This is an optimization exercise on Yosys and OpenROAD, whose aim is small area and a short achievable clock period, not a production implementation.
At most, simulation tests tie the RTL to the original design; equivalence was not proved.

## SRGL
module SRGL(
    input wire clk,
    input wire reset,
    input wire mov,
    input wire signed [31:0] mpu_valor,
    input wire [7:0] letra_base,
    input wire mpu_valid,
    output reg ready,
    output reg [7:0] letra_final
);
Settings: LEC_CHECK=0, ABC_AREA=0, CAP_MARGIN=20, CORE_MARGIN=2, CORE_UTILIZATION=65, CTS_CLUSTER_DIAMETER=80, CTS_CLUSTER_SIZE=30, SLEW_MARGIN=20, SYNTH_HIERARCHICAL=1, SYNTH_MINIMUM_KEEP_SIZE=0; clock period 90.0 ns.
run.sh (not shown) runs the stock make flow with config.mk's settings and CLKGATE_MAP_FILE= SYNTH_SCRIPT=/design/flow/synth_recipe.tcl, a recipe that flattens the netlist after the stock synthesis.
Next try:
--- a/flow/design.v
+++ b/flow/design.v
@@ -114,28 +114,16 @@
 wire [6:0] mxh = ~zz[15:9] + {6'd0, (zz[8:0] == 9'd0)};   
 wire [7:0] dmax = {hmax[6], hmax} - {mxh[6], mxh};
 wire [7:0] dmin = {mxh[6], mxh} - {hmin[6], hmin};
 wire span_ok = (dmax[7] | ~|dmax[6:4]) & (dmin[7] | ~|dmin[6:4]);    
 wire [1:0] msel = {letra_base[3], letra_base[3] ? letra_base[2] : letra_base[1]};    
 wire [15:0] mf;
-assign mf[0] = letra_base[3] ? 1'b0 : 1'b0;
-assign mf[1] = letra_base[3] ? 1'b0 : ~letra_base[1];
-assign mf[2] = letra_base[3] ? 1'b0 : letra_base[1];
-assign mf[3] = letra_base[3] ? 1'b0 : 1'b1;
-assign mf[4] = letra_base[3] ? ~letra_base[2] : 1'b0;
-assign mf[5] = letra_base[3] ? ~letra_base[2] : ~letra_base[1];
-assign mf[6] = letra_base[3] ? ~letra_base[2] : letra_base[1];
-assign mf[7] = letra_base[3] ? ~letra_base[2] : 1'b1;
-assign mf[8] = letra_base[3] ? letra_base[2] : 1'b0;
-assign mf[9] = letra_base[3] ? letra_base[2] : ~letra_base[1];
-assign mf[10] = letra_base[3] ? letra_base[2] : letra_base[1];
-assign mf[11] = letra_base[3] ? letra_base[2] : 1'b1;
-assign mf[12] = letra_base[3] ? 1'b1 : 1'b0;
-assign mf[13] = letra_base[3] ? 1'b1 : ~letra_base[1];
-assign mf[14] = letra_base[3] ? 1'b1 : letra_base[1];
-assign mf[15] = letra_base[3] ? 1'b1 : 1'b1;
+genvar g;
+generate for (g = 0; g < 16; g = g + 1) begin : mfg
+    assign mf[g] = (msel == 2'd0) ? g[0] : (msel == 2'd1) ? g[1] : (msel == 2'd2) ? g[2] : g[3];
+end endgenerate
 reg [14:0] qsel;
 always @(*) begin
     case (msel)
         2'd0: qsel = 15'd4525;
         2'd1: qsel = 15'd13522;
         2'd2: qsel = 15'd4505;
=> The new run finished clean; final area is about the same; die area grows by about 0.37%; hold slack improved by 37 ps; worst setup slack gets worse by 63 ps; global-route usage goes down by 0.14 points; non-clock buffer count drops by 5; area after synthesis goes up by 0.37%; via count goes up by about 0.3%; clock-buffer cell count came out higher by 1; fmax is about the same; cell count came out lower by about 0.4%; core utilization hardly moves; wire length barely changes.
Function was not checked in any run of this note: the RTL went through the layout flow alone.

--- another note on this design; it stands on its own ---

Design SRGL, start of the top module:
module SRGL(
    input wire clk,
    input wire reset,
    input wire mov,
    input wire signed [31:0] mpu_valor,
    input wire [7:0] letra_base,
    input wire mpu_valid,
    output reg ready,
    output reg [7:0] letra_final
);
reg [4:0] write_ptr;
reg buffer_full;
reg [13:0] sr0;
reg [13:0] sr1;
reg [13:0] sr2;
reg [13:0] sr3;
reg [13:0] sr4;
reg [13:0] sr5;
reg [13:0] sr6;
reg [13:0] sr7;
reg [13:0] sr8;
reg [13:0] sr9;
reg [13:0] sr10;
reg [13:0] sr11;
reg [13:0] sr12;
reg [13:0] sr13;
reg [13:0] sr14;
reg [13:0] sr15;
reg [13:0] sr16;
reg [13:0] sr17;
reg [13:0] sr18;
reg [13:0] sr19;
reg [13:0] sr20;
reg [13:0] sr21;
reg [13:0] sr22;
reg [13:0] sr23;
reg [13:0] sr24;
reg [13:0] sr25;
reg [13:0] sr26;
reg [13:0] sr27;
reg [13:0] sr28;
reg [13:0] sr29;
reg [20:0] acc;         
reg signed [6:0] hmin, hmax;  
wire en = mpu_valid & ~buffer_full;
wire first = (write_ptr == 5'd0);
wire [15:0] x = mpu_valor[15:0];
wire signed [6:0] xh = mpu_valor[15:9];
always @(posedge clk or posedge reset) begin
    if (reset) begin
        write_ptr <= 5'd0;
        buffer_full <= 1'b0;
    end else begin
        if (en) begin
            if (write_ptr == 5'd29) buffer_full <= 1'b1;
            else write_ptr <= write_ptr + 5'd1;
  ...
For scale: about 470 flip-flops, roughly 53 I/O pins, roughly 0.044 mm2 of cells after synthesis.
Settings: LEC_CHECK=0, ABC_AREA=1, CAP_MARGIN=20, CORE_MARGIN=2, CORE_UTILIZATION=65, CTS_CLUSTER_DIAMETER=100, CTS_CLUSTER_SIZE=40, SLEW_MARGIN=20, SYNTH_HIERARCHICAL=1, SYNTH_MINIMUM_KEEP_SIZE=0; clock period 90.0 ns.
run.sh (not shown) runs the stock make flow with config.mk's settings and CLKGATE_MAP_FILE= SYNTH_SCRIPT=/design/flow/synth_recipe.tcl, a recipe that flattens the netlist after the stock synthesis.
Rerun with:
--- a/flow/config.mk
+++ b/flow/config.mk
@@ -11,4 +11,2 @@
 export CORE_UTILIZATION = 65
-export CTS_CLUSTER_DIAMETER = 100
-export CTS_CLUSTER_SIZE = 40
 export SLEW_MARGIN = 20
What happened: The new run produced a clean layout; sequential cell count is unchanged; fmax hardly moves; synthesized cell count does not change.

## re-timing with driven ports
The results above use ideal ports. As a check the final layouts listed here were re-extracted and re-timed, cells and wires unchanged.
Step 1 assumes that a clkbuf_16 drives the clock port and a buf_2 every other input.
Step 2, shift: input delay + t, output delay - t, t = (earliest + latest rising clock arrival at the registers) / 2. This alone moves slack from input paths to output paths.
Slacks: no drivers / after step 1 / after step 2; pairs: no drivers / after step 1.
| run | t (ns) | slack for setup (ns) | worst setup path at the end | worst register clock-pin slew, ns |
|---|---|---|---|---|
| the first run of note 1 | 0.664 | 59.528 / 59.549 / 58.884 | input to register | 0.10 / 0.10 |
| the second run of note 1 | 0.664 | 59.465 / 59.504 / 58.840 | input to register | 0.10 / 0.10 |
| the first run of note 2 | 0.702 | 57.024 / 57.070 / 56.368 | input to register | 0.12 / 0.12 |
| the second run of note 2 | 0.684 | 56.949 / 56.995 / 56.311 | input to register | 0.07 / 0.07 |
After both steps setup and hold are still met in every run listed. For the first run of note 2, which loses most, drivers alone change the setup slack by +0.046 ns; drivers and shift together by -0.656 ns.
